Source: an optimization exercise on an open RTL-to-GDS flow (aim: small area and a short achievable clock period). Production flows keep margins and buffers that such runs may drop. The RTL was checked by simulation tests, not by an equivalence proof against the original design. Power and IR drop assume default switching activity.

==> design.v <==
module rv32i_sc (
	input  logic        clk, rst_n,
	output logic [31:0] imem_addr,
	input  logic [31:0] imem_rdata,
	output logic [31:0] dmem_addr,
	output logic [31:0] dmem_wdata,
	output logic        dmem_we,
	input  logic [31:0] dmem_rdata,
	input  logic        SW_Src,
	input  logic [7:0]  io,
	output logic [31:0] out_read
);
logic [31:0] ins;
assign ins = imem_rdata;
logic [4:0] rs1, rs2, rd;
logic [2:0] f3;
assign rs1 = ins[19:15];
assign rs2 = ins[24:20];
assign rd  = ins[11:7];
assign f3  = ins[14:12];
logic b6, b5, b4, b3, b2;
assign {b6, b5, b4, b3, b2} = ins[6:2];
logic is_store, is_load, is_branch, is_jal, is_jalr, is_op;
assign is_store  = ~b6 &  b5 & ~b4;
assign is_load   = ~b6 & ~b5 & ~b4;
assign is_branch =  b6 & ~b2;
assign is_jal    =  b6 &  b2 &  b3;
assign is_jalr   =  b6 &  b2 & ~b3;
assign is_op     = ~b6 &  b5 &  b4 & ~b2;
logic reg_we;
assign reg_we = ~(is_store | is_branch);
logic [31:0] imm_i, imm_b, imm_j, imm_u, imm_agu, imm_pc;
assign imm_i   = {{20{ins[31]}}, ins[31:20]};
assign imm_b   = {{20{ins[31]}}, ins[7], ins[30:25], ins[11:8], 1'b0};
assign imm_j   = {{12{ins[31]}}, ins[19:12], ins[20], ins[30:21], 1'b0};
assign imm_u   = {ins[31:12], 12'h000};
assign imm_agu = {imm_i[31:5], (~b6 & b5) ? ins[11:7] : ins[24:20]};
assign imm_pc  = ~b6 ? imm_u : (b2 ? imm_j : imm_b);
logic [31:0] pc;
logic [31:1][31:0] regs;
logic [31:1] valid;
logic [31:0] wd;
logic [31:1] wsel, sel1, sel2;
always_ff @(posedge clk or negedge rst_n)
	if (~rst_n) valid <= '0;
	else        valid <= valid | wsel;
genvar gi;
generate
	for (gi = 1; gi < 32; gi++) begin : g_rf
		assign wsel[gi] = reg_we & (rd == gi);
		assign sel1[gi] = valid[gi] & (rs1 == gi);
		assign sel2[gi] = valid[gi] & (rs2 == gi);
		always_ff @(posedge clk)
			if (wsel[gi]) regs[gi] <= wd;
	end
endgenerate
logic [31:0] rd1, rd2;
logic [31:0][10:0] n1, n2;
rf_read   rp1 (.sel(sel1), .regs(regs), .n(n1));
rf_read   rp2 (.sel(sel2), .regs(regs), .n(n2));
rf_reduce rr2 (.n(n2), .q(rd2));
logic [31:0] agu;
logic [31:0] rd1_n, agu_n;
agu_unit u_agu (.n(n1), .imm_n(~imm_agu), .sw_src(SW_Src), .io_n(~io), .rd1_n(rd1_n), .sum_n(agu_n), .addr(dmem_addr));
assign rd1 = ~rd1_n;
assign agu = ~agu_n;
assign dmem_we    = is_store;
assign dmem_wdata = f3[1] ? rd2 : (f3[0] ? {{16{rd2[15]}}, rd2[15:0]} : {{24{rd2[7]}}, rd2[7:0]});
logic [31:0] opb;
logic        sub;
assign opb = (b5 & ~b2) ? rd2 : imm_i;         
assign sub = b6 | (~f3[2] & (f3[1] | (b5 & ins[30])));
logic [32:0] diff;
assign diff = {1'b0, rd1} + {1'b0, opb ^ {32{sub}}} + {32'b0, sub};
logic ltu, lt, eq;
assign ltu = ~diff[32];
assign lt  = (rd1[31] ^ opb[31]) ? rd1[31] : diff[31];
assign eq  = (rd1 == opb);
logic [31:0] sh_in, sh_r, sh_out;
logic        fill;
logic [4:0]  shamt;
logic [31:0] t1, t2, t4, t8;
assign shamt = opb[4:0];
always_comb
	for (int i = 0; i < 32; i++) sh_in[i] = f3[2] ? rd1[i] : rd1[31 - i];
assign fill = ins[30] & f3[2] & sh_in[31];
assign t1   = shamt[0] ? {fill, sh_in[31:1]} : sh_in;
assign t2   = shamt[1] ? {{2{fill}}, t1[31:2]} : t1;
assign t4   = shamt[2] ? {{4{fill}}, t2[31:4]} : t2;
assign t8   = shamt[3] ? {{8{fill}}, t4[31:8]} : t4;
assign sh_r = shamt[4] ? {{16{fill}}, t8[31:16]} : t8;
always_comb
	for (int i = 0; i < 32; i++) sh_out[i] = f3[2] ? sh_r[i] : sh_r[31 - i];
logic [31:0] alu;
always_comb
	case (f3)
		3'b000: alu = diff[31:0];
		3'b001: alu = sh_out;
		3'b010: alu = {31'b0, lt};
		3'b011: alu = {31'b0, ltu};
		3'b100: alu = rd1 ^ opb;
		3'b101: alu = sh_out;
		3'b110: alu = rd1 | opb;
		default: alu = rd1 & opb;
	endcase
logic [31:0] pc4, pct;
assign pc4 = {pc[31:2] + 30'd1, pc[1:0]};
assign pct = pc + imm_pc;
logic taken;
assign taken = ((f3[2] ? (f3[1] ? ltu : lt) : eq) ^ f3[0]);
logic [31:0] pc_next;
always_comb
	if (is_jalr)                          pc_next = {agu[31:1], 1'b0};
	else if (is_jal | (is_branch & taken)) pc_next = pct;
	else                                   pc_next = pc4;
always_ff @(posedge clk or negedge rst_n)
	if (~rst_n) pc <= '0;
	else        pc <= pc_next;
assign imem_addr = pc;
logic [31:0] ld;
always_comb
	case (f3[1:0])
		2'b00:   ld = {{24{dmem_rdata[7] & ~f3[2]}}, dmem_rdata[7:0]};
		2'b01:   ld = {{16{dmem_rdata[15] & ~f3[2]}}, dmem_rdata[15:0]};
		default: ld = dmem_rdata;
	endcase
always_comb
	if (b6)            wd = pc4;
	else if (~b4)      wd = ld;
	else if (~b2)      wd = alu;
	else if (~b5)      wd = pct;
	else               wd = imm_u;
always_ff @(posedge clk or negedge rst_n)
	if (~rst_n)      out_read <= '0;
	else if (SW_Src) out_read <= dmem_rdata;
endmodule
module rf_read (
	input  logic [31:1]       sel,
	input  logic [31:1][31:0] regs,
	output logic [31:0][10:0] n
);
logic [32:0] s;
assign s = {1'b0, sel, 1'b0};
genvar b, k;
generate
	for (b = 0; b < 32; b++) begin : g_bit
		logic [32:0] d;
		assign d[0]  = 1'b0;
		assign d[32] = 1'b0;
		for (k = 1; k < 32; k++) begin : g_d
			assign d[k] = regs[k][b];
		end
		for (k = 0; k < 11; k++) begin : g_aoi
			rf_aoi222 u (.a(s[3*k]), .b(d[3*k]), .c(s[3*k+1]), .d(d[3*k+1]),
			             .e(s[3*k+2]), .f(d[3*k+2]), .y(n[b][k]));
		end
	end
endgenerate
endmodule
module rf_reduce (
	input  logic [31:0][10:0] n,
	output logic [31:0]       q
);
always_comb
	for (int b = 0; b < 32; b++) q[b] = ~&n[b];
endmodule
module agu_unit (
	input  logic [31:0][10:0] n,       
	input  logic [31:0]       imm_n,   
	input  logic              sw_src,
	input  logic [7:0]        io_n,    
	output logic [31:0]       rd1_n,   
	output logic [31:0]       sum_n,   
	output logic [31:0]       addr
);
logic [31:0][2:0] m;
genvar b;
generate
	for (b = 0; b < 32; b++) begin : g_rd
		g_nand4 u0 (.a(n[b][0]), .b(n[b][1]), .c(n[b][2]),  .d(n[b][3]), .y(m[b][0]));
		g_nand4 u1 (.a(n[b][4]), .b(n[b][5]), .c(n[b][6]),  .d(n[b][7]), .y(m[b][1]));
		g_nand3 u2 (.a(n[b][8]), .b(n[b][9]), .c(n[b][10]), .y(m[b][2]));
		g_nor3  u3 (.a(m[b][0]), .b(m[b][1]), .c(m[b][2]), .y(rd1_n[b]));
	end
endgenerate
logic [31:0] g0, p0, x;
generate
	for (b = 0; b < 32; b++) begin : g_l0
		g_nor2  ug (.a(rd1_n[b]), .b(imm_n[b]), .y(g0[b]));
		g_nand2 up (.a(rd1_n[b]), .b(imm_n[b]), .y(p0[b]));
		g_xor2  ux (.a(rd1_n[b]), .b(imm_n[b]), .y(x[b]));
	end
endgenerate
logic [31:0] g1, p1;
g_inv   u_g1_0 (.a(g0[0]), .y(g1[0]));
assign p1[0] = 1'b0;
g_aoi21 u_g1_1 (.a(p0[1]), .b(g0[0]), .c(g0[1]), .y(g1[1]));
assign p1[1] = 1'b0;
g_aoi21 u_g1_2 (.a(p0[2]), .b(g0[1]), .c(g0[2]), .y(g1[2]));
g_nand2 u_p1_2 (.a(p0[2]), .b(p0[1]), .y(p1[2]));
g_aoi21 u_g1_3 (.a(p0[3]), .b(g0[2]), .c(g0[3]), .y(g1[3]));
g_nand2 u_p1_3 (.a(p0[3]), .b(p0[2]), .y(p1[3]));
g_aoi21 u_g1_4 (.a(p0[4]), .b(g0[3]), .c(g0[4]), .y(g1[4]));
g_nand2 u_p1_4 (.a(p0[4]), .b(p0[3]), .y(p1[4]));
g_aoi21 u_g1_5 (.a(p0[5]), .b(g0[4]), .c(g0[5]), .y(g1[5]));
g_nand2 u_p1_5 (.a(p0[5]), .b(p0[4]), .y(p1[5]));
g_aoi21 u_g1_6 (.a(p0[6]), .b(g0[5]), .c(g0[6]), .y(g1[6]));
g_nand2 u_p1_6 (.a(p0[6]), .b(p0[5]), .y(p1[6]));
g_aoi21 u_g1_7 (.a(p0[7]), .b(g0[6]), .c(g0[7]), .y(g1[7]));
g_nand2 u_p1_7 (.a(p0[7]), .b(p0[6]), .y(p1[7]));
g_aoi21 u_g1_8 (.a(p0[8]), .b(g0[7]), .c(g0[8]), .y(g1[8]));
g_nand2 u_p1_8 (.a(p0[8]), .b(p0[7]), .y(p1[8]));
g_aoi21 u_g1_9 (.a(p0[9]), .b(g0[8]), .c(g0[9]), .y(g1[9]));
g_nand2 u_p1_9 (.a(p0[9]), .b(p0[8]), .y(p1[9]));
g_aoi21 u_g1_10 (.a(p0[10]), .b(g0[9]), .c(g0[10]), .y(g1[10]));
g_nand2 u_p1_10 (.a(p0[10]), .b(p0[9]), .y(p1[10]));
g_aoi21 u_g1_11 (.a(p0[11]), .b(g0[10]), .c(g0[11]), .y(g1[11]));
g_nand2 u_p1_11 (.a(p0[11]), .b(p0[10]), .y(p1[11]));
g_aoi21 u_g1_12 (.a(p0[12]), .b(g0[11]), .c(g0[12]), .y(g1[12]));
g_nand2 u_p1_12 (.a(p0[12]), .b(p0[11]), .y(p1[12]));
g_aoi21 u_g1_13 (.a(p0[13]), .b(g0[12]), .c(g0[13]), .y(g1[13]));
g_nand2 u_p1_13 (.a(p0[13]), .b(p0[12]), .y(p1[13]));
g_aoi21 u_g1_14 (.a(p0[14]), .b(g0[13]), .c(g0[14]), .y(g1[14]));
g_nand2 u_p1_14 (.a(p0[14]), .b(p0[13]), .y(p1[14]));
g_aoi21 u_g1_15 (.a(p0[15]), .b(g0[14]), .c(g0[15]), .y(g1[15]));
g_nand2 u_p1_15 (.a(p0[15]), .b(p0[14]), .y(p1[15]));
g_aoi21 u_g1_16 (.a(p0[16]), .b(g0[15]), .c(g0[16]), .y(g1[16]));
g_nand2 u_p1_16 (.a(p0[16]), .b(p0[15]), .y(p1[16]));
g_aoi21 u_g1_17 (.a(p0[17]), .b(g0[16]), .c(g0[17]), .y(g1[17]));
g_nand2 u_p1_17 (.a(p0[17]), .b(p0[16]), .y(p1[17]));
g_aoi21 u_g1_18 (.a(p0[18]), .b(g0[17]), .c(g0[18]), .y(g1[18]));
g_nand2 u_p1_18 (.a(p0[18]), .b(p0[17]), .y(p1[18]));
g_aoi21 u_g1_19 (.a(p0[19]), .b(g0[18]), .c(g0[19]), .y(g1[19]));
g_nand2 u_p1_19 (.a(p0[19]), .b(p0[18]), .y(p1[19]));
g_aoi21 u_g1_20 (.a(p0[20]), .b(g0[19]), .c(g0[20]), .y(g1[20]));
g_nand2 u_p1_20 (.a(p0[20]), .b(p0[19]), .y(p1[20]));
g_aoi21 u_g1_21 (.a(p0[21]), .b(g0[20]), .c(g0[21]), .y(g1[21]));
g_nand2 u_p1_21 (.a(p0[21]), .b(p0[20]), .y(p1[21]));
g_aoi21 u_g1_22 (.a(p0[22]), .b(g0[21]), .c(g0[22]), .y(g1[22]));
g_nand2 u_p1_22 (.a(p0[22]), .b(p0[21]), .y(p1[22]));
g_aoi21 u_g1_23 (.a(p0[23]), .b(g0[22]), .c(g0[23]), .y(g1[23]));
g_nand2 u_p1_23 (.a(p0[23]), .b(p0[22]), .y(p1[23]));
g_aoi21 u_g1_24 (.a(p0[24]), .b(g0[23]), .c(g0[24]), .y(g1[24]));
g_nand2 u_p1_24 (.a(p0[24]), .b(p0[23]), .y(p1[24]));
g_aoi21 u_g1_25 (.a(p0[25]), .b(g0[24]), .c(g0[25]), .y(g1[25]));
g_nand2 u_p1_25 (.a(p0[25]), .b(p0[24]), .y(p1[25]));
g_aoi21 u_g1_26 (.a(p0[26]), .b(g0[25]), .c(g0[26]), .y(g1[26]));
g_nand2 u_p1_26 (.a(p0[26]), .b(p0[25]), .y(p1[26]));
g_aoi21 u_g1_27 (.a(p0[27]), .b(g0[26]), .c(g0[27]), .y(g1[27]));
g_nand2 u_p1_27 (.a(p0[27]), .b(p0[26]), .y(p1[27]));
g_aoi21 u_g1_28 (.a(p0[28]), .b(g0[27]), .c(g0[28]), .y(g1[28]));
g_nand2 u_p1_28 (.a(p0[28]), .b(p0[27]), .y(p1[28]));
g_aoi21 u_g1_29 (.a(p0[29]), .b(g0[28]), .c(g0[29]), .y(g1[29]));
g_nand2 u_p1_29 (.a(p0[29]), .b(p0[28]), .y(p1[29]));
g_aoi21 u_g1_30 (.a(p0[30]), .b(g0[29]), .c(g0[30]), .y(g1[30]));
g_nand2 u_p1_30 (.a(p0[30]), .b(p0[29]), .y(p1[30]));
g_aoi21 u_g1_31 (.a(p0[31]), .b(g0[30]), .c(g0[31]), .y(g1[31]));
g_nand2 u_p1_31 (.a(p0[31]), .b(p0[30]), .y(p1[31]));
logic [31:0] g2, p2;
g_inv   u_g2_0 (.a(g1[0]), .y(g2[0]));
assign p2[0] = 1'b0;
g_inv   u_g2_1 (.a(g1[1]), .y(g2[1]));
assign p2[1] = 1'b0;
g_oai21 u_g2_2 (.a(p1[2]), .b(g1[0]), .c(g1[2]), .y(g2[2]));
assign p2[2] = 1'b0;
g_oai21 u_g2_3 (.a(p1[3]), .b(g1[1]), .c(g1[3]), .y(g2[3]));
assign p2[3] = 1'b0;
g_oai21 u_g2_4 (.a(p1[4]), .b(g1[2]), .c(g1[4]), .y(g2[4]));
g_nor2  u_p2_4 (.a(p1[4]), .b(p1[2]), .y(p2[4]));
g_oai21 u_g2_5 (.a(p1[5]), .b(g1[3]), .c(g1[5]), .y(g2[5]));
g_nor2  u_p2_5 (.a(p1[5]), .b(p1[3]), .y(p2[5]));
g_oai21 u_g2_6 (.a(p1[6]), .b(g1[4]), .c(g1[6]), .y(g2[6]));
g_nor2  u_p2_6 (.a(p1[6]), .b(p1[4]), .y(p2[6]));
g_oai21 u_g2_7 (.a(p1[7]), .b(g1[5]), .c(g1[7]), .y(g2[7]));
g_nor2  u_p2_7 (.a(p1[7]), .b(p1[5]), .y(p2[7]));
g_oai21 u_g2_8 (.a(p1[8]), .b(g1[6]), .c(g1[8]), .y(g2[8]));
g_nor2  u_p2_8 (.a(p1[8]), .b(p1[6]), .y(p2[8]));
g_oai21 u_g2_9 (.a(p1[9]), .b(g1[7]), .c(g1[9]), .y(g2[9]));
g_nor2  u_p2_9 (.a(p1[9]), .b(p1[7]), .y(p2[9]));
g_oai21 u_g2_10 (.a(p1[10]), .b(g1[8]), .c(g1[10]), .y(g2[10]));
g_nor2  u_p2_10 (.a(p1[10]), .b(p1[8]), .y(p2[10]));
g_oai21 u_g2_11 (.a(p1[11]), .b(g1[9]), .c(g1[11]), .y(g2[11]));
g_nor2  u_p2_11 (.a(p1[11]), .b(p1[9]), .y(p2[11]));
g_oai21 u_g2_12 (.a(p1[12]), .b(g1[10]), .c(g1[12]), .y(g2[12]));
g_nor2  u_p2_12 (.a(p1[12]), .b(p1[10]), .y(p2[12]));
g_oai21 u_g2_13 (.a(p1[13]), .b(g1[11]), .c(g1[13]), .y(g2[13]));
g_nor2  u_p2_13 (.a(p1[13]), .b(p1[11]), .y(p2[13]));
g_oai21 u_g2_14 (.a(p1[14]), .b(g1[12]), .c(g1[14]), .y(g2[14]));
g_nor2  u_p2_14 (.a(p1[14]), .b(p1[12]), .y(p2[14]));
g_oai21 u_g2_15 (.a(p1[15]), .b(g1[13]), .c(g1[15]), .y(g2[15]));
g_nor2  u_p2_15 (.a(p1[15]), .b(p1[13]), .y(p2[15]));
g_oai21 u_g2_16 (.a(p1[16]), .b(g1[14]), .c(g1[16]), .y(g2[16]));
g_nor2  u_p2_16 (.a(p1[16]), .b(p1[14]), .y(p2[16]));
g_oai21 u_g2_17 (.a(p1[17]), .b(g1[15]), .c(g1[17]), .y(g2[17]));
g_nor2  u_p2_17 (.a(p1[17]), .b(p1[15]), .y(p2[17]));
g_oai21 u_g2_18 (.a(p1[18]), .b(g1[16]), .c(g1[18]), .y(g2[18]));
g_nor2  u_p2_18 (.a(p1[18]), .b(p1[16]), .y(p2[18]));
g_oai21 u_g2_19 (.a(p1[19]), .b(g1[17]), .c(g1[19]), .y(g2[19]));
g_nor2  u_p2_19 (.a(p1[19]), .b(p1[17]), .y(p2[19]));
g_oai21 u_g2_20 (.a(p1[20]), .b(g1[18]), .c(g1[20]), .y(g2[20]));
g_nor2  u_p2_20 (.a(p1[20]), .b(p1[18]), .y(p2[20]));
g_oai21 u_g2_21 (.a(p1[21]), .b(g1[19]), .c(g1[21]), .y(g2[21]));
g_nor2  u_p2_21 (.a(p1[21]), .b(p1[19]), .y(p2[21]));
g_oai21 u_g2_22 (.a(p1[22]), .b(g1[20]), .c(g1[22]), .y(g2[22]));
g_nor2  u_p2_22 (.a(p1[22]), .b(p1[20]), .y(p2[22]));
g_oai21 u_g2_23 (.a(p1[23]), .b(g1[21]), .c(g1[23]), .y(g2[23]));
g_nor2  u_p2_23 (.a(p1[23]), .b(p1[21]), .y(p2[23]));
g_oai21 u_g2_24 (.a(p1[24]), .b(g1[22]), .c(g1[24]), .y(g2[24]));
g_nor2  u_p2_24 (.a(p1[24]), .b(p1[22]), .y(p2[24]));
g_oai21 u_g2_25 (.a(p1[25]), .b(g1[23]), .c(g1[25]), .y(g2[25]));
g_nor2  u_p2_25 (.a(p1[25]), .b(p1[23]), .y(p2[25]));
g_oai21 u_g2_26 (.a(p1[26]), .b(g1[24]), .c(g1[26]), .y(g2[26]));
g_nor2  u_p2_26 (.a(p1[26]), .b(p1[24]), .y(p2[26]));
g_oai21 u_g2_27 (.a(p1[27]), .b(g1[25]), .c(g1[27]), .y(g2[27]));
g_nor2  u_p2_27 (.a(p1[27]), .b(p1[25]), .y(p2[27]));
g_oai21 u_g2_28 (.a(p1[28]), .b(g1[26]), .c(g1[28]), .y(g2[28]));
g_nor2  u_p2_28 (.a(p1[28]), .b(p1[26]), .y(p2[28]));
g_oai21 u_g2_29 (.a(p1[29]), .b(g1[27]), .c(g1[29]), .y(g2[29]));
g_nor2  u_p2_29 (.a(p1[29]), .b(p1[27]), .y(p2[29]));
g_oai21 u_g2_30 (.a(p1[30]), .b(g1[28]), .c(g1[30]), .y(g2[30]));
g_nor2  u_p2_30 (.a(p1[30]), .b(p1[28]), .y(p2[30]));
g_oai21 u_g2_31 (.a(p1[31]), .b(g1[29]), .c(g1[31]), .y(g2[31]));
g_nor2  u_p2_31 (.a(p1[31]), .b(p1[29]), .y(p2[31]));
logic [31:0] g3, p3;
g_inv   u_g3_0 (.a(g2[0]), .y(g3[0]));
assign p3[0] = 1'b0;
g_inv   u_g3_1 (.a(g2[1]), .y(g3[1]));
assign p3[1] = 1'b0;
g_inv   u_g3_2 (.a(g2[2]), .y(g3[2]));
assign p3[2] = 1'b0;
g_inv   u_g3_3 (.a(g2[3]), .y(g3[3]));
assign p3[3] = 1'b0;
g_aoi21 u_g3_4 (.a(p2[4]), .b(g2[0]), .c(g2[4]), .y(g3[4]));
assign p3[4] = 1'b0;
g_aoi21 u_g3_5 (.a(p2[5]), .b(g2[1]), .c(g2[5]), .y(g3[5]));
assign p3[5] = 1'b0;
g_aoi21 u_g3_6 (.a(p2[6]), .b(g2[2]), .c(g2[6]), .y(g3[6]));
assign p3[6] = 1'b0;
g_aoi21 u_g3_7 (.a(p2[7]), .b(g2[3]), .c(g2[7]), .y(g3[7]));
assign p3[7] = 1'b0;
g_aoi21 u_g3_8 (.a(p2[8]), .b(g2[4]), .c(g2[8]), .y(g3[8]));
g_nand2 u_p3_8 (.a(p2[8]), .b(p2[4]), .y(p3[8]));
g_aoi21 u_g3_9 (.a(p2[9]), .b(g2[5]), .c(g2[9]), .y(g3[9]));
g_nand2 u_p3_9 (.a(p2[9]), .b(p2[5]), .y(p3[9]));
g_aoi21 u_g3_10 (.a(p2[10]), .b(g2[6]), .c(g2[10]), .y(g3[10]));
g_nand2 u_p3_10 (.a(p2[10]), .b(p2[6]), .y(p3[10]));
g_aoi21 u_g3_11 (.a(p2[11]), .b(g2[7]), .c(g2[11]), .y(g3[11]));
g_nand2 u_p3_11 (.a(p2[11]), .b(p2[7]), .y(p3[11]));
g_aoi21 u_g3_12 (.a(p2[12]), .b(g2[8]), .c(g2[12]), .y(g3[12]));
g_nand2 u_p3_12 (.a(p2[12]), .b(p2[8]), .y(p3[12]));
g_aoi21 u_g3_13 (.a(p2[13]), .b(g2[9]), .c(g2[13]), .y(g3[13]));
g_nand2 u_p3_13 (.a(p2[13]), .b(p2[9]), .y(p3[13]));
g_aoi21 u_g3_14 (.a(p2[14]), .b(g2[10]), .c(g2[14]), .y(g3[14]));
g_nand2 u_p3_14 (.a(p2[14]), .b(p2[10]), .y(p3[14]));
g_aoi21 u_g3_15 (.a(p2[15]), .b(g2[11]), .c(g2[15]), .y(g3[15]));
g_nand2 u_p3_15 (.a(p2[15]), .b(p2[11]), .y(p3[15]));
g_aoi21 u_g3_16 (.a(p2[16]), .b(g2[12]), .c(g2[16]), .y(g3[16]));
g_nand2 u_p3_16 (.a(p2[16]), .b(p2[12]), .y(p3[16]));
g_aoi21 u_g3_17 (.a(p2[17]), .b(g2[13]), .c(g2[17]), .y(g3[17]));
g_nand2 u_p3_17 (.a(p2[17]), .b(p2[13]), .y(p3[17]));
g_aoi21 u_g3_18 (.a(p2[18]), .b(g2[14]), .c(g2[18]), .y(g3[18]));
g_nand2 u_p3_18 (.a(p2[18]), .b(p2[14]), .y(p3[18]));
g_aoi21 u_g3_19 (.a(p2[19]), .b(g2[15]), .c(g2[19]), .y(g3[19]));
g_nand2 u_p3_19 (.a(p2[19]), .b(p2[15]), .y(p3[19]));
g_aoi21 u_g3_20 (.a(p2[20]), .b(g2[16]), .c(g2[20]), .y(g3[20]));
g_nand2 u_p3_20 (.a(p2[20]), .b(p2[16]), .y(p3[20]));
g_aoi21 u_g3_21 (.a(p2[21]), .b(g2[17]), .c(g2[21]), .y(g3[21]));
g_nand2 u_p3_21 (.a(p2[21]), .b(p2[17]), .y(p3[21]));
g_aoi21 u_g3_22 (.a(p2[22]), .b(g2[18]), .c(g2[22]), .y(g3[22]));
g_nand2 u_p3_22 (.a(p2[22]), .b(p2[18]), .y(p3[22]));
g_aoi21 u_g3_23 (.a(p2[23]), .b(g2[19]), .c(g2[23]), .y(g3[23]));
g_nand2 u_p3_23 (.a(p2[23]), .b(p2[19]), .y(p3[23]));
g_aoi21 u_g3_24 (.a(p2[24]), .b(g2[20]), .c(g2[24]), .y(g3[24]));
g_nand2 u_p3_24 (.a(p2[24]), .b(p2[20]), .y(p3[24]));
g_aoi21 u_g3_25 (.a(p2[25]), .b(g2[21]), .c(g2[25]), .y(g3[25]));
g_nand2 u_p3_25 (.a(p2[25]), .b(p2[21]), .y(p3[25]));
g_aoi21 u_g3_26 (.a(p2[26]), .b(g2[22]), .c(g2[26]), .y(g3[26]));
g_nand2 u_p3_26 (.a(p2[26]), .b(p2[22]), .y(p3[26]));
g_aoi21 u_g3_27 (.a(p2[27]), .b(g2[23]), .c(g2[27]), .y(g3[27]));
g_nand2 u_p3_27 (.a(p2[27]), .b(p2[23]), .y(p3[27]));
g_aoi21 u_g3_28 (.a(p2[28]), .b(g2[24]), .c(g2[28]), .y(g3[28]));
g_nand2 u_p3_28 (.a(p2[28]), .b(p2[24]), .y(p3[28]));
g_aoi21 u_g3_29 (.a(p2[29]), .b(g2[25]), .c(g2[29]), .y(g3[29]));
g_nand2 u_p3_29 (.a(p2[29]), .b(p2[25]), .y(p3[29]));
g_aoi21 u_g3_30 (.a(p2[30]), .b(g2[26]), .c(g2[30]), .y(g3[30]));
g_nand2 u_p3_30 (.a(p2[30]), .b(p2[26]), .y(p3[30]));
g_aoi21 u_g3_31 (.a(p2[31]), .b(g2[27]), .c(g2[31]), .y(g3[31]));
g_nand2 u_p3_31 (.a(p2[31]), .b(p2[27]), .y(p3[31]));
logic [31:0] g4, p4;
g_inv   u_g4_0 (.a(g3[0]), .y(g4[0]));
assign p4[0] = 1'b0;
g_inv   u_g4_1 (.a(g3[1]), .y(g4[1]));
assign p4[1] = 1'b0;
g_inv   u_g4_2 (.a(g3[2]), .y(g4[2]));
assign p4[2] = 1'b0;
g_inv   u_g4_3 (.a(g3[3]), .y(g4[3]));
assign p4[3] = 1'b0;
g_inv   u_g4_4 (.a(g3[4]), .y(g4[4]));
assign p4[4] = 1'b0;
g_inv   u_g4_5 (.a(g3[5]), .y(g4[5]));
assign p4[5] = 1'b0;
g_inv   u_g4_6 (.a(g3[6]), .y(g4[6]));
assign p4[6] = 1'b0;
g_inv   u_g4_7 (.a(g3[7]), .y(g4[7]));
assign p4[7] = 1'b0;
g_oai21 u_g4_8 (.a(p3[8]), .b(g3[0]), .c(g3[8]), .y(g4[8]));
assign p4[8] = 1'b0;
g_oai21 u_g4_9 (.a(p3[9]), .b(g3[1]), .c(g3[9]), .y(g4[9]));
assign p4[9] = 1'b0;
g_oai21 u_g4_10 (.a(p3[10]), .b(g3[2]), .c(g3[10]), .y(g4[10]));
assign p4[10] = 1'b0;
g_oai21 u_g4_11 (.a(p3[11]), .b(g3[3]), .c(g3[11]), .y(g4[11]));
assign p4[11] = 1'b0;
g_oai21 u_g4_12 (.a(p3[12]), .b(g3[4]), .c(g3[12]), .y(g4[12]));
assign p4[12] = 1'b0;
g_oai21 u_g4_13 (.a(p3[13]), .b(g3[5]), .c(g3[13]), .y(g4[13]));
assign p4[13] = 1'b0;
g_oai21 u_g4_14 (.a(p3[14]), .b(g3[6]), .c(g3[14]), .y(g4[14]));
assign p4[14] = 1'b0;
g_oai21 u_g4_15 (.a(p3[15]), .b(g3[7]), .c(g3[15]), .y(g4[15]));
assign p4[15] = 1'b0;
g_oai21 u_g4_16 (.a(p3[16]), .b(g3[8]), .c(g3[16]), .y(g4[16]));
g_nor2  u_p4_16 (.a(p3[16]), .b(p3[8]), .y(p4[16]));
g_oai21 u_g4_17 (.a(p3[17]), .b(g3[9]), .c(g3[17]), .y(g4[17]));
g_nor2  u_p4_17 (.a(p3[17]), .b(p3[9]), .y(p4[17]));
g_oai21 u_g4_18 (.a(p3[18]), .b(g3[10]), .c(g3[18]), .y(g4[18]));
g_nor2  u_p4_18 (.a(p3[18]), .b(p3[10]), .y(p4[18]));
g_oai21 u_g4_19 (.a(p3[19]), .b(g3[11]), .c(g3[19]), .y(g4[19]));
g_nor2  u_p4_19 (.a(p3[19]), .b(p3[11]), .y(p4[19]));
g_oai21 u_g4_20 (.a(p3[20]), .b(g3[12]), .c(g3[20]), .y(g4[20]));
g_nor2  u_p4_20 (.a(p3[20]), .b(p3[12]), .y(p4[20]));
g_oai21 u_g4_21 (.a(p3[21]), .b(g3[13]), .c(g3[21]), .y(g4[21]));
g_nor2  u_p4_21 (.a(p3[21]), .b(p3[13]), .y(p4[21]));
g_oai21 u_g4_22 (.a(p3[22]), .b(g3[14]), .c(g3[22]), .y(g4[22]));
g_nor2  u_p4_22 (.a(p3[22]), .b(p3[14]), .y(p4[22]));
g_oai21 u_g4_23 (.a(p3[23]), .b(g3[15]), .c(g3[23]), .y(g4[23]));
g_nor2  u_p4_23 (.a(p3[23]), .b(p3[15]), .y(p4[23]));
g_oai21 u_g4_24 (.a(p3[24]), .b(g3[16]), .c(g3[24]), .y(g4[24]));
g_nor2  u_p4_24 (.a(p3[24]), .b(p3[16]), .y(p4[24]));
g_oai21 u_g4_25 (.a(p3[25]), .b(g3[17]), .c(g3[25]), .y(g4[25]));
g_nor2  u_p4_25 (.a(p3[25]), .b(p3[17]), .y(p4[25]));
g_oai21 u_g4_26 (.a(p3[26]), .b(g3[18]), .c(g3[26]), .y(g4[26]));
g_nor2  u_p4_26 (.a(p3[26]), .b(p3[18]), .y(p4[26]));
g_oai21 u_g4_27 (.a(p3[27]), .b(g3[19]), .c(g3[27]), .y(g4[27]));
g_nor2  u_p4_27 (.a(p3[27]), .b(p3[19]), .y(p4[27]));
g_oai21 u_g4_28 (.a(p3[28]), .b(g3[20]), .c(g3[28]), .y(g4[28]));
g_nor2  u_p4_28 (.a(p3[28]), .b(p3[20]), .y(p4[28]));
g_oai21 u_g4_29 (.a(p3[29]), .b(g3[21]), .c(g3[29]), .y(g4[29]));
g_nor2  u_p4_29 (.a(p3[29]), .b(p3[21]), .y(p4[29]));
g_oai21 u_g4_30 (.a(p3[30]), .b(g3[22]), .c(g3[30]), .y(g4[30]));
g_nor2  u_p4_30 (.a(p3[30]), .b(p3[22]), .y(p4[30]));
g_oai21 u_g4_31 (.a(p3[31]), .b(g3[23]), .c(g3[31]), .y(g4[31]));
g_nor2  u_p4_31 (.a(p3[31]), .b(p3[23]), .y(p4[31]));
logic [31:0] g5, p5;
g_inv   u_g5_0 (.a(g4[0]), .y(g5[0]));
assign p5[0] = 1'b0;
g_inv   u_g5_1 (.a(g4[1]), .y(g5[1]));
assign p5[1] = 1'b0;
g_inv   u_g5_2 (.a(g4[2]), .y(g5[2]));
assign p5[2] = 1'b0;
g_inv   u_g5_3 (.a(g4[3]), .y(g5[3]));
assign p5[3] = 1'b0;
g_inv   u_g5_4 (.a(g4[4]), .y(g5[4]));
assign p5[4] = 1'b0;
g_inv   u_g5_5 (.a(g4[5]), .y(g5[5]));
assign p5[5] = 1'b0;
g_inv   u_g5_6 (.a(g4[6]), .y(g5[6]));
assign p5[6] = 1'b0;
g_inv   u_g5_7 (.a(g4[7]), .y(g5[7]));
assign p5[7] = 1'b0;
g_inv   u_g5_8 (.a(g4[8]), .y(g5[8]));
assign p5[8] = 1'b0;
g_inv   u_g5_9 (.a(g4[9]), .y(g5[9]));
assign p5[9] = 1'b0;
g_inv   u_g5_10 (.a(g4[10]), .y(g5[10]));
assign p5[10] = 1'b0;
g_inv   u_g5_11 (.a(g4[11]), .y(g5[11]));
assign p5[11] = 1'b0;
g_inv   u_g5_12 (.a(g4[12]), .y(g5[12]));
assign p5[12] = 1'b0;
g_inv   u_g5_13 (.a(g4[13]), .y(g5[13]));
assign p5[13] = 1'b0;
g_inv   u_g5_14 (.a(g4[14]), .y(g5[14]));
assign p5[14] = 1'b0;
g_inv   u_g5_15 (.a(g4[15]), .y(g5[15]));
assign p5[15] = 1'b0;
g_aoi21 u_g5_16 (.a(p4[16]), .b(g4[0]), .c(g4[16]), .y(g5[16]));
assign p5[16] = 1'b0;
g_aoi21 u_g5_17 (.a(p4[17]), .b(g4[1]), .c(g4[17]), .y(g5[17]));
assign p5[17] = 1'b0;
g_aoi21 u_g5_18 (.a(p4[18]), .b(g4[2]), .c(g4[18]), .y(g5[18]));
assign p5[18] = 1'b0;
g_aoi21 u_g5_19 (.a(p4[19]), .b(g4[3]), .c(g4[19]), .y(g5[19]));
assign p5[19] = 1'b0;
g_aoi21 u_g5_20 (.a(p4[20]), .b(g4[4]), .c(g4[20]), .y(g5[20]));
assign p5[20] = 1'b0;
g_aoi21 u_g5_21 (.a(p4[21]), .b(g4[5]), .c(g4[21]), .y(g5[21]));
assign p5[21] = 1'b0;
g_aoi21 u_g5_22 (.a(p4[22]), .b(g4[6]), .c(g4[22]), .y(g5[22]));
assign p5[22] = 1'b0;
g_aoi21 u_g5_23 (.a(p4[23]), .b(g4[7]), .c(g4[23]), .y(g5[23]));
assign p5[23] = 1'b0;
g_aoi21 u_g5_24 (.a(p4[24]), .b(g4[8]), .c(g4[24]), .y(g5[24]));
assign p5[24] = 1'b0;
g_aoi21 u_g5_25 (.a(p4[25]), .b(g4[9]), .c(g4[25]), .y(g5[25]));
assign p5[25] = 1'b0;
g_aoi21 u_g5_26 (.a(p4[26]), .b(g4[10]), .c(g4[26]), .y(g5[26]));
assign p5[26] = 1'b0;
g_aoi21 u_g5_27 (.a(p4[27]), .b(g4[11]), .c(g4[27]), .y(g5[27]));
assign p5[27] = 1'b0;
g_aoi21 u_g5_28 (.a(p4[28]), .b(g4[12]), .c(g4[28]), .y(g5[28]));
assign p5[28] = 1'b0;
g_aoi21 u_g5_29 (.a(p4[29]), .b(g4[13]), .c(g4[29]), .y(g5[29]));
assign p5[29] = 1'b0;
g_aoi21 u_g5_30 (.a(p4[30]), .b(g4[14]), .c(g4[30]), .y(g5[30]));
assign p5[30] = 1'b0;
g_aoi21 u_g5_31 (.a(p4[31]), .b(g4[15]), .c(g4[31]), .y(g5[31]));
assign p5[31] = 1'b0;
g_inv u_s0 (.a(x[0]), .y(sum_n[0]));
g_xor2 u_s1 (.a(x[1]), .b(g5[0]), .y(sum_n[1]));
g_xor2 u_s2 (.a(x[2]), .b(g5[1]), .y(sum_n[2]));
g_xor2 u_s3 (.a(x[3]), .b(g5[2]), .y(sum_n[3]));
g_xor2 u_s4 (.a(x[4]), .b(g5[3]), .y(sum_n[4]));
g_xor2 u_s5 (.a(x[5]), .b(g5[4]), .y(sum_n[5]));
g_xor2 u_s6 (.a(x[6]), .b(g5[5]), .y(sum_n[6]));
g_xor2 u_s7 (.a(x[7]), .b(g5[6]), .y(sum_n[7]));
g_xor2 u_s8 (.a(x[8]), .b(g5[7]), .y(sum_n[8]));
g_xor2 u_s9 (.a(x[9]), .b(g5[8]), .y(sum_n[9]));
g_xor2 u_s10 (.a(x[10]), .b(g5[9]), .y(sum_n[10]));
g_xor2 u_s11 (.a(x[11]), .b(g5[10]), .y(sum_n[11]));
g_xor2 u_s12 (.a(x[12]), .b(g5[11]), .y(sum_n[12]));
g_xor2 u_s13 (.a(x[13]), .b(g5[12]), .y(sum_n[13]));
g_xor2 u_s14 (.a(x[14]), .b(g5[13]), .y(sum_n[14]));
g_xor2 u_s15 (.a(x[15]), .b(g5[14]), .y(sum_n[15]));
g_xor2 u_s16 (.a(x[16]), .b(g5[15]), .y(sum_n[16]));
g_xor2 u_s17 (.a(x[17]), .b(g5[16]), .y(sum_n[17]));
g_xor2 u_s18 (.a(x[18]), .b(g5[17]), .y(sum_n[18]));
g_xor2 u_s19 (.a(x[19]), .b(g5[18]), .y(sum_n[19]));
g_xor2 u_s20 (.a(x[20]), .b(g5[19]), .y(sum_n[20]));
g_xor2 u_s21 (.a(x[21]), .b(g5[20]), .y(sum_n[21]));
g_xor2 u_s22 (.a(x[22]), .b(g5[21]), .y(sum_n[22]));
g_xor2 u_s23 (.a(x[23]), .b(g5[22]), .y(sum_n[23]));
g_xor2 u_s24 (.a(x[24]), .b(g5[23]), .y(sum_n[24]));
g_xor2 u_s25 (.a(x[25]), .b(g5[24]), .y(sum_n[25]));
g_xor2 u_s26 (.a(x[26]), .b(g5[25]), .y(sum_n[26]));
g_xor2 u_s27 (.a(x[27]), .b(g5[26]), .y(sum_n[27]));
g_xor2 u_s28 (.a(x[28]), .b(g5[27]), .y(sum_n[28]));
g_xor2 u_s29 (.a(x[29]), .b(g5[28]), .y(sum_n[29]));
g_xor2 u_s30 (.a(x[30]), .b(g5[29]), .y(sum_n[30]));
g_xor2 u_s31 (.a(x[31]), .b(g5[30]), .y(sum_n[31]));
g_mux2i u_a0 (.a0(sum_n[0]), .a1(io_n[0]), .s(sw_src), .y(addr[0]));
g_mux2i u_a1 (.a0(sum_n[1]), .a1(io_n[1]), .s(sw_src), .y(addr[1]));
g_mux2i u_a2 (.a0(sum_n[2]), .a1(io_n[2]), .s(sw_src), .y(addr[2]));
g_mux2i u_a3 (.a0(sum_n[3]), .a1(io_n[3]), .s(sw_src), .y(addr[3]));
g_mux2i u_a4 (.a0(sum_n[4]), .a1(io_n[4]), .s(sw_src), .y(addr[4]));
g_mux2i u_a5 (.a0(sum_n[5]), .a1(io_n[5]), .s(sw_src), .y(addr[5]));
g_mux2i u_a6 (.a0(sum_n[6]), .a1(io_n[6]), .s(sw_src), .y(addr[6]));
g_mux2i u_a7 (.a0(sum_n[7]), .a1(io_n[7]), .s(sw_src), .y(addr[7]));
g_nor2  u_a8 (.a(sum_n[8]), .b(sw_src), .y(addr[8]));
g_nor2  u_a9 (.a(sum_n[9]), .b(sw_src), .y(addr[9]));
g_nor2  u_a10 (.a(sum_n[10]), .b(sw_src), .y(addr[10]));
g_nor2  u_a11 (.a(sum_n[11]), .b(sw_src), .y(addr[11]));
g_nor2  u_a12 (.a(sum_n[12]), .b(sw_src), .y(addr[12]));
g_nor2  u_a13 (.a(sum_n[13]), .b(sw_src), .y(addr[13]));
g_nor2  u_a14 (.a(sum_n[14]), .b(sw_src), .y(addr[14]));
g_nor2  u_a15 (.a(sum_n[15]), .b(sw_src), .y(addr[15]));
g_nor2  u_a16 (.a(sum_n[16]), .b(sw_src), .y(addr[16]));
g_nor2  u_a17 (.a(sum_n[17]), .b(sw_src), .y(addr[17]));
g_nor2  u_a18 (.a(sum_n[18]), .b(sw_src), .y(addr[18]));
g_nor2  u_a19 (.a(sum_n[19]), .b(sw_src), .y(addr[19]));
g_nor2  u_a20 (.a(sum_n[20]), .b(sw_src), .y(addr[20]));
g_nor2  u_a21 (.a(sum_n[21]), .b(sw_src), .y(addr[21]));
g_nor2  u_a22 (.a(sum_n[22]), .b(sw_src), .y(addr[22]));
g_nor2  u_a23 (.a(sum_n[23]), .b(sw_src), .y(addr[23]));
g_nor2  u_a24 (.a(sum_n[24]), .b(sw_src), .y(addr[24]));
g_nor2  u_a25 (.a(sum_n[25]), .b(sw_src), .y(addr[25]));
g_nor2  u_a26 (.a(sum_n[26]), .b(sw_src), .y(addr[26]));
g_nor2  u_a27 (.a(sum_n[27]), .b(sw_src), .y(addr[27]));
g_nor2  u_a28 (.a(sum_n[28]), .b(sw_src), .y(addr[28]));
g_nor2  u_a29 (.a(sum_n[29]), .b(sw_src), .y(addr[29]));
g_nor2  u_a30 (.a(sum_n[30]), .b(sw_src), .y(addr[30]));
g_nor2  u_a31 (.a(sum_n[31]), .b(sw_src), .y(addr[31]));
endmodule
module g_inv (input logic a, output logic y);
assign y = ~a;
endmodule
module g_nand2 (input logic a, b, output logic y);
assign y = ~(a & b);
endmodule
module g_nor2 (input logic a, b, output logic y);
assign y = ~(a | b);
endmodule
module g_xor2 (input logic a, b, output logic y);
assign y = a ^ b;
endmodule
module g_nand3 (input logic a, b, c, output logic y);
assign y = ~(a & b & c);
endmodule
module g_nor3 (input logic a, b, c, output logic y);
assign y = ~(a | b | c);
endmodule
module g_nand4 (input logic a, b, c, d, output logic y);
assign y = ~(a & b & c & d);
endmodule
module g_aoi21 (input logic a, b, c, output logic y);
assign y = ~((a & b) | c);
endmodule
module g_oai21 (input logic a, b, c, output logic y);
assign y = ~((a | b) & c);
endmodule
module g_mux2i (input logic a0, a1, s, output logic y);
assign y = ~(s ? a1 : a0);
endmodule
module rf_aoi222 (
	input  logic a, b, c, d, e, f,
	output logic y
);
assign y = ~((a & b) | (c & d) | (e & f));
endmodule
==> flow/run.sh <==
#!/bin/bash
# Standard ORFS layout with a tighter setup target for timing repair.
# make's output goes to standard.log here; ORFS keeps each step's log under orfs/logs.
set -euo pipefail
bash standard.sh SETUP_SLACK_MARGIN=7 finish > standard.log 2>&1
==> standard.sh <==
#!/bin/bash
# synth_recipe.tcl (not shown) runs the flow's synth.tcl, then flattens the netlist and writes it again
# the make line also repeats each setting of config.mk as NAME=value (left out here)
make -C /OpenROAD-flow-scripts/flow DESIGN_CONFIG=/design/flow/config.mk WORK_HOME=/design/flow/orfs CLKGATE_MAP_FILE= SYNTH_SCRIPT=/design/flow/synth_recipe.tcl "${@:-finish}"
==> config.mk <==
export PLATFORM = sky130hd
export DESIGN_NAME = rv32i_sc
export DESIGN_NICKNAME = rv32i_sc
export VERILOG_FILES = /design/flow/design.v
export SDC_FILE = /design/flow/constraint.sdc
export NUM_CORES = 4
export LEC_CHECK = 0
export CAP_MARGIN = 20
export CORE_MARGIN = 2
export CORE_UTILIZATION = 55
export SLEW_MARGIN = 20
export SYNTH_HIERARCHICAL = 1
==> constraint.sdc <==
create_clock -name core_clock -period 18.0 [get_ports {clk}]
set_input_delay 3.6000 -clock core_clock [delete_from_list [all_inputs] [get_ports {clk}]]
set_output_delay 3.6000 -clock core_clock [all_outputs]
set_load 0.01 [all_outputs]
==> run_results.csv <==
group,metric,value,unit
route,post_drt_via_cell_ratio,7.812,
power,p_per_area,115.9,mW/mm^2
die,die_w,322.9,um
timing,fin_crit_sh,0.6170,
clocking,tritoncts,"done",
power,vdd.ir_drop.worst,0.0001505,V
worst_setup_path,critical_path_required,14.40,ns
worst_hold_path,hp-class,"flop to flop",
clocking,clockBufferDepth,3,
timing,rsz0062_at_grt,"yes",
power,fin_total_pwr,7741,uW
global_routing,grt.overflow.total,0,
cells_and_area,layout.cells.non_filler,6517,
synth,avgSynthCellArea,12.78,sq um
run_status,status,"no timing/DRC/antenna violations",
timing,worstMarginPinSlew,1.233,ns
die,placementRows,116,
route,drtAntennaViolNets,0,
global_routing,grt_pass1_vias,47158,
cells_and_area,layout_common_cells,"edfxtp_1, a222oi_1, conb_1",
synth,ys.flop_type,"edfxtp_1",
place,dp_cells,6243,
synth,async_flop_share,0.08656,
clocking,root_buffer,"clkbuf_16",
power,p_leak,0.02374,uW
place,gp_congestion,1.050,
clocking,cts_sinks,1086,
timing,finalMaxSlewViolations,0,
clocking,clk_latency,0.73,ns
job,max-cap-violations,0,
clocking,clk_pin_slew,0.06,ns
timing,final.setup.tns,0,ns
die,die_area,0.1043,sq mm
timing,max_freq,90.04,MHz
timing,period_minus_slack,11.11,ns
clocking,cts_buffers,107,
route,drc,0,
die,ios,204,
cells_and_area,final_common_cell,"edfxtp_1",
worst_setup_path,start_kind,"input pin",
synth,syn_inst,4377,
die,core-area,0.1004,sq mm
synth,netlist_area,0.05595,sq mm
synth,synth_warnings,8,
synth,yosysUniqueCellTypes,82,
cells_and_area,drive_above_1_share,0.1593,
place,dp_hpwl,155.2,mm
clocking,htree_levels,3,
timing,timing.slew.headroom,0.1762,
worst_setup_path,crit_path_end_kind,"output pin",
route,first_iter_violations,12972,
global_routing,grt_pass1_wl,349.2,mm
global_routing,antenna_found_initial,19,
global_routing,grt_start_max_net_pins,65,
route,drt-total-wl,258.7,mm
worst_setup_path,path_class,"input pin to output pin",
cells_and_area,area_growth,19.39,%
global_routing,grtUsageTotal,0.4833,
worst_setup_path,crit_arrival,7.51,ns
route,wire_per_inst,39.70,um
place,portBuffers,200,
cells_and_area,finalNetCount,5257,
timing,clock_skew,0.04776,ns
synth,synth-seq-cells,1086,
timing,hold_viol,0,
timing,postLayoutSetupSlackWorst,6.894,ns
route,first_pass_iters,13,
route,via_count,50909,
die,start_util,0.5570,
worst_setup_path,crit_fanout,32,
timing,final-setup-viol-count,0,
synth,ys_seq_area_frac,0.5745,
synth,synth_edf_count,992,
die,die_y,322.9,um
place,dp_worst_setup_slack,5.123,ns
worst paths after layout:
path / startpoint / endpoint / slack, ns / cells past startpoint
min in group asynchronous: rst_n / pc[12] / 2.88 / 1
max: imem_rdata[19] / dmem_addr[12] / 6.89 / 17
min reg2reg: valid[20] / valid[20] / 0.48 / 1
max in group asynchronous: rst_n / valid[4] / 13.87 / 2
min: valid[20] / valid[20] / 0.48 / 1
max reg2reg: valid[6] / regs[256] / 10.38 / 23
report_power, final:
| part | internal (uW) | switching (uW) |
|---|---|---|
| registers | 3040 | 116 |
| logic | 779 | 1560 |
| clock network | 1250 | 1000 |
| total | 5070 | 2670 |
through the flow:
step | util | instance area [sq um] | hold WS (ns)
5_1_grt | 0.6646 | 66750 | 0.4944
4_1_cts | 0.6601 | 66300 | 0.4769
6_report | 0.6650 | 66790 | 0.4843
2_1_floorplan | - | 56900 | 0.4455
3_5_place_dp | 0.6167 | 61940 | 0.4635
3_3_place_gp | 0.6167 | 61940 | 0.4575
worst max-delay path: stages:
cell	delay (ns)
buf_6	0.18
and3b_2	0.28
and3_2	0.23
buf_8	0.25
a222oi_1	0.42
nand4_1	0.28
nor3_4	0.27
buf_12	0.17
nand2_1	0.11
a21oi_2	0.21
o21ai_1	0.14
a21oi_2	0.17
o21ai_1	0.16
inv_1	0.14
xor2_2	0.30
nor2_1	0.07
clkdlybuf4s50_1	0.51
Yosys stat by module (local to each module, per instance), a selection:
| module | times used | cells inside |
|---|---|---|
| g_aoi21 | 72 | 1 |
| g_nand2 | 82 | 1 |
| g_oai21 | 52 | 1 |
| rv32i_sc | 1 | 3009 |
| g_nand4 | 64 | 1 |
| g_nor2 | 97 | 1 |
| rf_aoi222 | 704 | 1 |
| rf_read | 2 | 1 |
| g_inv | 32 | 1 |
| rf_reduce | 1 | 128 |
| g_mux2i | 8 | 1 |
| g_xor2 | 63 | 1 |
| g_nor3 | 32 | 1 |
| g_nand3 | 32 | 1 |
cell families (layout without fill, tap and decap cells):
group	Yosys count	after routing	share of synthesized area
buffers and inverters	269	778	0.01890
XOR/XNOR	176	176	0.02755
flip-flops	1086	1086	0.5745
multiplexers	150	150	0.03531
adder cells (fa/ha/maj)	128	128	0.02889
other	3	275	0.0002013
AO/OA/AOI/OAI	1486	1488	0.2180
AND/OR/NAND/NOR	1079	1079	0.09663
Yosys cell counts, drive strengths merged, types with 40 or more instances:
cell,number,area share
edfxtp,992,0.53
a222oi,704,0.13
a21oi,291,0.031
nor2,275,0.018
nand2,245,0.016
o21ai,179,0.016
nand4,140,0.016
inv,136,0.0091
ha,126,0.028
nand3,111,0.0099
xor2,101,0.016
dfrtp,94,0.042
clkbuf,93,0.0062
nor3,81,0.010
and3,77,0.0086
xnor2,75,0.012
mux2i,74,0.013
a21o,65,0.0087
mux2,43,0.0087
or3,40,0.0045
repair_timing:
action                                  in CTS  in global routing
pin swaps                                   45                 37
gates cloned                                 1                  1
hold buffers                                 0                  0
resized for setup                          189                 75
setup buffers                               31                 26
endpoints found under the setup margin     372                299
area by class of cell:
class,instances,area [sq um]
multi-input combinational,3278,24690
clock buffer,141,2858
tap,1357,1698
inverter,138,523.0
fill,7569,33640
clock inverter,56,596.8
timing repair buffer,443,4238
sequential,1086,32140
antenna,18,45.04
flip-flops by register name (all words and copies together), names as in the netlist:
register	cells
out_read	32
pc	31
regs	992
valid	31
routing by layer:
layer  up-vias  part of all wire  GRT usage
met1     24399              0.33     0.6134
li1      20067                 -          -
met4        26             0.070     0.2847
met3      1067              0.20     0.2626
met2      5350              0.40     0.6465
met5         -           0.00085          0

re-timing with driven ports:
The results above use ideal ports. As a check the final layout listed here was re-extracted and re-timed, cells and wires unchanged. Step 1 sets driving cells, clkbuf_16 on the clock port and buf_2 on the other inputs (assumed; they add their load-dependent delay and slew). Step 2 adds t to the input delays and takes it off the output delays; t is the mean of the earliest and latest rising clock arrival at the registers after step 1. Input paths then give back, and output paths get back, about the clock's delay inside the block. a / b / c = ideal ports / drivers / drivers and shift; a / b = the first two.
t (ns): 0.786
setup WS [ns]: 6.894 / 6.854 / 6.381
worst hold slack (ns): 0.484 / 0.484 / 0.484
worst setup path at the end: input to register
pins driven straight from the clock port: 1
After both steps this run still meets setup and hold. For this run, drivers alone change the setup slack by -0.040 ns; drivers and shift together by -0.513 ns.
